What follows belongs to an exercise in optimizing a design on an open flow for small area; a production flow would make more cautious choices. In this exercise RTL edits were held to simulation tests only and were not proved equivalent to the original. Power and IR drop assume default switching activity.

==> flow/design.v (excerpt) <==
module top_fft_iter (
	input  wire        CLK,
	input  wire        RST,
	input  wire        EN,
	input  wire [15:0] i_DATA_R,
	input  wire [15:0] i_DATA_I,
	input  wire        i_WR_DATA,
	input  wire        IN_FIFO_RST,
	output wire        FULL,
	output wire [15:0] o_DATA_R,
	output wire [15:0] o_DATA_I,
	output wire        VALID
);
Size in the first run: ~8200 cells after synthesis, about 71 I/O pins, ~150000 sq um of cells after synthesis.
export LEC_CHECK = 0
export CAP_MARGIN = 20
export CORE_MARGIN = 2
export CORE_UTILIZATION = 40
export SLEW_MARGIN = 20
create_clock -name core_clock -period 9.0 [get_ports {CLK}]
run.sh (not shown) runs the stock make flow with config.mk's settings and CLKGATE_MAP_FILE= SYNTH_SCRIPT=/design/flow/synth_recipe.tcl, a recipe that flattens the netlist after the stock synthesis.
The first run finished but fails on negative setup slack.
Rerun with:
ABC_AREA = 1   (was default)
Result:
- The new run finished but fails on negative setup slack
- non-clock buffer count increases by 160
- total power hardly moves
- wire length came out higher by about a fifth
- sequential power is about the same
- fmax goes up by a little under a tenth
- count of clock-buffer cells in the layout rises by 17
- critical path depth rises by 12
- core utilization grows by 0.26 points
- sequential share of layout area came out lower by 1.5 points
- synthesized area is higher by a few percent


Another version of the RTL of top_fft_iter (not shown whole).
Size: about 3,400 flip-flops, about 71 I/O pins, roughly 0.13 mm² of cells after synthesis.
clock: 9.0 ns
lec_check: 0
cap_margin: 20
core_margin: 2
core_utilization: 40
cts_buf_list: sky130_fd_sc_hd__clkbuf_4
slew_margin: 20
Edit:
- CTS_BUF_LIST: sky130_fd_sc_hd__clkbuf_4 -> sky130_fd_sc_hd__clkbuf_8
- CTS_CLUSTER_DIAMETER: not set -> 60
- CTS_CLUSTER_SIZE: not set -> 16
=>
- The changed run completed with no timing, DRC or antenna violations
- cell area goes down by a few percent
- first-iteration DRC count goes down by a few percent
- global-route usage goes down by 0.36 points
- routed wire length goes down slightly
- clock-buffer cell count goes down by 897
- synthesized cell count does not change
Edit:
- CTS_CLUSTER_DIAMETER: 60 -> not set
- CTS_CLUSTER_SIZE: 16 -> not set
The changed run completed without violations.
Wire length is higher by 1.5%.
Clock-buffer cell count rose by 278.
Total power grows by 14%.
Synthesized area does not change.
Cell count grows by 4.1%.
Worst setup slack is about the same.
Via count went up by 2.5%.
Critical path depth does not change.
Edit:
==> flow/flow/run.sh (new file) <==
#!/bin/bash
# The standard layout (standard.sh: the standard flow's synthesis, floorplan, placement,
# CTS, routing), with one change: clock tree synthesis inserts no dummy
# loads. Its arguments are otherwise ORFS's defaults for this design
# (sink clustering, clock net repair, clkbuf_4 as in config.mk).
set -euo pipefail
export CTS_ARGS="-sink_clustering_enable -repair_clock_nets -dont_use_dummy_load -buf_list sky130_fd_sc_hd__clkbuf_4"
bash standard.sh > standard.log 2>&1
==> flow/standard.sh (new file) <==
#!/bin/bash
# synth_recipe.tcl (not shown) runs the flow's synth.tcl, then flattens the netlist and writes it again
# the make line also repeats each setting of config.mk as NAME=value (left out here)
make -C /OpenROAD-flow-scripts/flow DESIGN_CONFIG=/design/flow/config.mk WORK_HOME=/design/flow/orfs CLKGATE_MAP_FILE= SYNTH_SCRIPT=/design/flow/synth_recipe.tcl "${@:-finish}"
- CTS_BUF_LIST: sky130_fd_sc_hd__clkbuf_8 -> sky130_fd_sc_hd__clkbuf_4
removed: flow/run.sh
What happened:
- wire length shrinks by 0.53%
- hold slack degrades by 32 ps
- non-clock buffer count is unchanged
- maximum frequency shrinks by 0.51%
- clock power shrinks by 23%
- sequential cell count is unchanged
Edit:
==> flow/flow/run.sh (replaced) <==
#!/bin/bash
# The standard layout (standard.sh: the standard flow's synthesis, floorplan, placement,
# CTS, routing), with one change: clock tree synthesis inserts no dummy
# loads and uses the clustering given here.
set -euo pipefail
export CTS_ARGS="-sink_clustering_enable -repair_clock_nets -dont_use_dummy_load -sink_clustering_size 16 -sink_clustering_max_diameter 60 -buf_list sky130_fd_sc_hd__clkbuf_8"
bash standard.sh > standard.log 2>&1
- CTS_BUF_LIST: sky130_fd_sc_hd__clkbuf_4 -> sky130_fd_sc_hd__clkbuf_8
- CTS_CLUSTER_DIAMETER: not set -> 60
- CTS_CLUSTER_SIZE: not set -> 16
Effect: The new run produced a clean layout. Clock skew shrinks by 82 ps. Via count drops by a few percent. Final cell count goes down by a few percent. Power decreases by a little under a tenth. Worst setup slack gets better by 11 ps. Global-route usage shrinks by 0.31 points. Hold slack is better by 14 ps.


top_fft_iter, a different RTL version from the one above (not shown whole).
Size in the first run: roughly 7900 cells after synthesis, ~71 I/O pins.
Design top_fft_iter, start of the top module:
module top_fft_iter (
	input  wire        CLK,
	input  wire        RST,
	input  wire        EN,
	input  wire [15:0] i_DATA_R,
	input  wire [15:0] i_DATA_I,
	input  wire        i_WR_DATA,
	input  wire        IN_FIFO_RST,
	output wire        FULL,
	output wire [15:0] o_DATA_R,
	output wire [15:0] o_DATA_I,
	output wire        VALID
);
clock: 9.0 ns
lec_check: 0
cap_margin: 10
core_margin: 2
core_utilization: 50
cts_buf_list: sky130_fd_sc_hd__clkbuf_8
cts_cluster_diameter: 50
cts_cluster_size: 18
slew_margin: 10
standard.sh (not shown) runs the stock make flow with config.mk's settings and CLKGATE_MAP_FILE= SYNTH_SCRIPT=/design/flow/synth_recipe.tcl, a recipe that flattens the netlist after the stock synthesis.
==> flow/flow/run.sh <==
#!/bin/bash
# The standard layout (standard.sh: the standard flow's synthesis, floorplan, placement,
# CTS, routing), with one change: clock tree synthesis inserts no dummy
# loads and uses the clustering given here.
set -euo pipefail
export CTS_ARGS="-sink_clustering_enable -repair_clock_nets -dont_use_dummy_load -sink_clustering_size 18 -sink_clustering_max_diameter 50 -buf_list sky130_fd_sc_hd__clkbuf_8"
bash standard.sh > standard.log 2>&1
==> next run, changes <==
CAP_MARGIN = 20   (was 10)
CORE_UTILIZATION = 40   (was 50)
SLEW_MARGIN = 20   (was 10)
=> Final area went up by 0.66%; maximum frequency rises by 0.47%; power shrinks by 0.94%; final cell count goes up by 7.1%; critical path depth rises by 3; via count barely changes; wire length increases by 1.6%; global-route usage drops by 5.1 points; utilization falls by 10 points; count of clock-buffer cells in the layout came out lower by 24.
==> next run, changes <==
--- a/flow/flow/run.sh
+++ b/flow/flow/run.sh
@@ -6 +6 @@
-export CTS_ARGS="-sink_clustering_enable -repair_clock_nets -dont_use_dummy_load -sink_clustering_size 18 -sink_clustering_max_diameter 50 -buf_list sky130_fd_sc_hd__clkbuf_8"
+export CTS_ARGS="-sink_clustering_enable -repair_clock_nets -dont_use_dummy_load -sink_clustering_size 16 -sink_clustering_max_diameter 60 -buf_list sky130_fd_sc_hd__clkbuf_8"
CAP_MARGIN = 10   (was 20)
CORE_UTILIZATION = 50   (was 40)
CTS_CLUSTER_DIAMETER = 60   (was 50)
CTS_CLUSTER_SIZE = 16   (was 18)
SLEW_MARGIN = 10   (was 20)
=> Count of clock-buffer cells in the layout went down by 50; cell area went down by 1.3%; sequential power is about the same; clock skew went up by 0.0068 ns; critical path depth went down by 3.


Setup of trial 36:
Another version of the RTL of top_fft_iter (not shown whole).
For scale: roughly 3400 flip-flops.
Design top_fft_iter, start of the top module:
module top_fft_iter (
	input  wire        CLK,
	input  wire        RST,
	input  wire        EN,
	input  wire [15:0] i_DATA_R,
	input  wire [15:0] i_DATA_I,
	input  wire        i_WR_DATA,
	input  wire        IN_FIFO_RST,
	output wire        FULL,
	output wire [15:0] o_DATA_R,
	output wire [15:0] o_DATA_I,
	output wire        VALID
);
==> flow/config.mk <==
export PLATFORM = sky130hd
export DESIGN_NAME = top_fft_iter
export DESIGN_NICKNAME = top_fft_iter
export VERILOG_FILES = /design/flow/design.v
export SDC_FILE = /design/flow/constraint.sdc
export NUM_CORES = 4
export LEC_CHECK = 0
export CAP_MARGIN = 10
export CORE_MARGIN = 2
export CORE_UTILIZATION = 50
export CTS_BUF_LIST = sky130_fd_sc_hd__clkbuf_16
export CTS_CLUSTER_DIAMETER = 60
export CTS_CLUSTER_SIZE = 28
export SLEW_MARGIN = 10
==> flow/constraint.sdc <==
create_clock -name core_clock -period 9.0 [get_ports {CLK}]
set_input_delay 1.8000 -clock core_clock [delete_from_list [all_inputs] [get_ports {CLK}]]
set_output_delay 1.8000 -clock core_clock [all_outputs]
set_load 0.01 [all_outputs]
==> flow/flow/run.sh <==
#!/bin/bash
# The standard layout (standard.sh: the standard flow's synthesis, floorplan, placement,
# CTS, routing), with one change: clock tree synthesis inserts no dummy
# loads and uses the clustering given here.
set -euo pipefail
export CTS_ARGS="-sink_clustering_enable -repair_clock_nets -dont_use_dummy_load -sink_clustering_size 28 -sink_clustering_max_diameter 60 -buf_list sky130_fd_sc_hd__clkbuf_16"
bash standard.sh > standard.log 2>&1
Trial 36: flow completed, timing, DRC and antenna clean
[inputs] trial 98 vs trial 36
Settings: a change of SLEW_MARGIN from 10 to 20; a change of CTS_CLUSTER_SIZE from 28 to 16; a change of CTS_BUF_LIST from sky130_fd_sc_hd__clkbuf_16 to sky130_fd_sc_hd__clkbuf_8; a change of CAP_MARGIN from 10 to 20.
--- a/flow/flow/run.sh
+++ b/flow/flow/run.sh
@@ -6 +6 @@
-export CTS_ARGS="-sink_clustering_enable -repair_clock_nets -dont_use_dummy_load -sink_clustering_size 28 -sink_clustering_max_diameter 60 -buf_list sky130_fd_sc_hd__clkbuf_16"
+export CTS_ARGS="-sink_clustering_enable -repair_clock_nets -dont_use_dummy_load -sink_clustering_size 16 -sink_clustering_max_diameter 60 -buf_list sky130_fd_sc_hd__clkbuf_8"
Wire length reported by the detailed router, trial 98 and trial 36: smaller value in trial 36. Compared trial 98 against trial 36; cell area reported after detailed placement within noise. Against trial 36, non-clock buffer count in trial 98 fell slightly. Cmp trial 98 vs trial 36: clock share of power lower in trial 98. For total chip power, dividing the value from trial 98 by the value from trial 36 gives 0.944. [compare] base=trial 36 new=trial 98: area added between synthesis and finish -1.2 points; clock skew -22 ps. For average vias per placed instance, trial 98 and trial 36 come out practically identical. Comparing net switching component of the power for trial 98 and trial 36, the smaller number came from trial 98. Row sequential share of layout area: trial 98 higher / trial 36 lower.

==> static timing again, ports no longer ideal <==
In the flow no input, the clock included, has a driving cell. The finished layouts below were timed again as built, in two steps. Step 1, drivers: a clkbuf_16 drives CLK and a buf_2 each remaining input, both assumed. Step 2 also shifts input and output timing later by t, the mid clock arrival at the registers, as if the neighbouring blocks saw the same clock. a / b / c = no drivers / after step 1 / after step 2; a / b = the first two.
run | t (ns) | slack for setup (ns) | hold WS [ns] | worst slew at a driven data input, ns
the first run of note 1 | 1.007 | -1.069 / -1.069 / -1.069 | 0.393 / 0.393 / 0.393 | 0.20
the second run of note 1 | 1.028 | -0.253 / -0.253 / -0.253 | 0.411 / 0.411 / 0.411 | 0.21
the first run of note 2 | 1.593 | 0.511 / 0.511 / 0.511 | 0.374 / 0.374 / 0.374 | 0.16
the second run of note 2 | 1.134 | 0.528 / 0.528 / 0.528 | 0.406 / 0.406 / 0.406 | 0.15
the third run of note 2 | 1.221 | 0.526 / 0.526 / 0.526 | 0.385 / 0.385 / 0.385 | 0.14
the fourth run of note 2 | 1.565 | 0.483 / 0.483 / 0.483 | 0.353 / 0.353 / 0.353 | 0.15
the fifth run of note 2 | 1.110 | 0.494 / 0.494 / 0.494 | 0.368 / 0.368 / 0.368 | 0.14
the first run of note 3 | 1.060 | 0.495 / 0.495 / 0.495 | 0.360 / 0.360 / 0.360 | 0.12
the second run of note 3 | 1.055 | 0.534 / 0.534 / 0.534 | 0.341 / 0.341 / 0.341 | 0.04
the third run of note 3 | 1.140 | 0.510 / 0.510 / 0.510 | 0.311 / 0.311 / 0.311 | 0.10
trial 36 | 0.962 | 0.508 / 0.508 / 0.508 | 0.371 / 0.371 / 0.371 | 0.20
trial 98 | 1.048 | 0.583 / 0.583 / 0.583 | 0.381 / 0.381 / 0.381 | 0.20
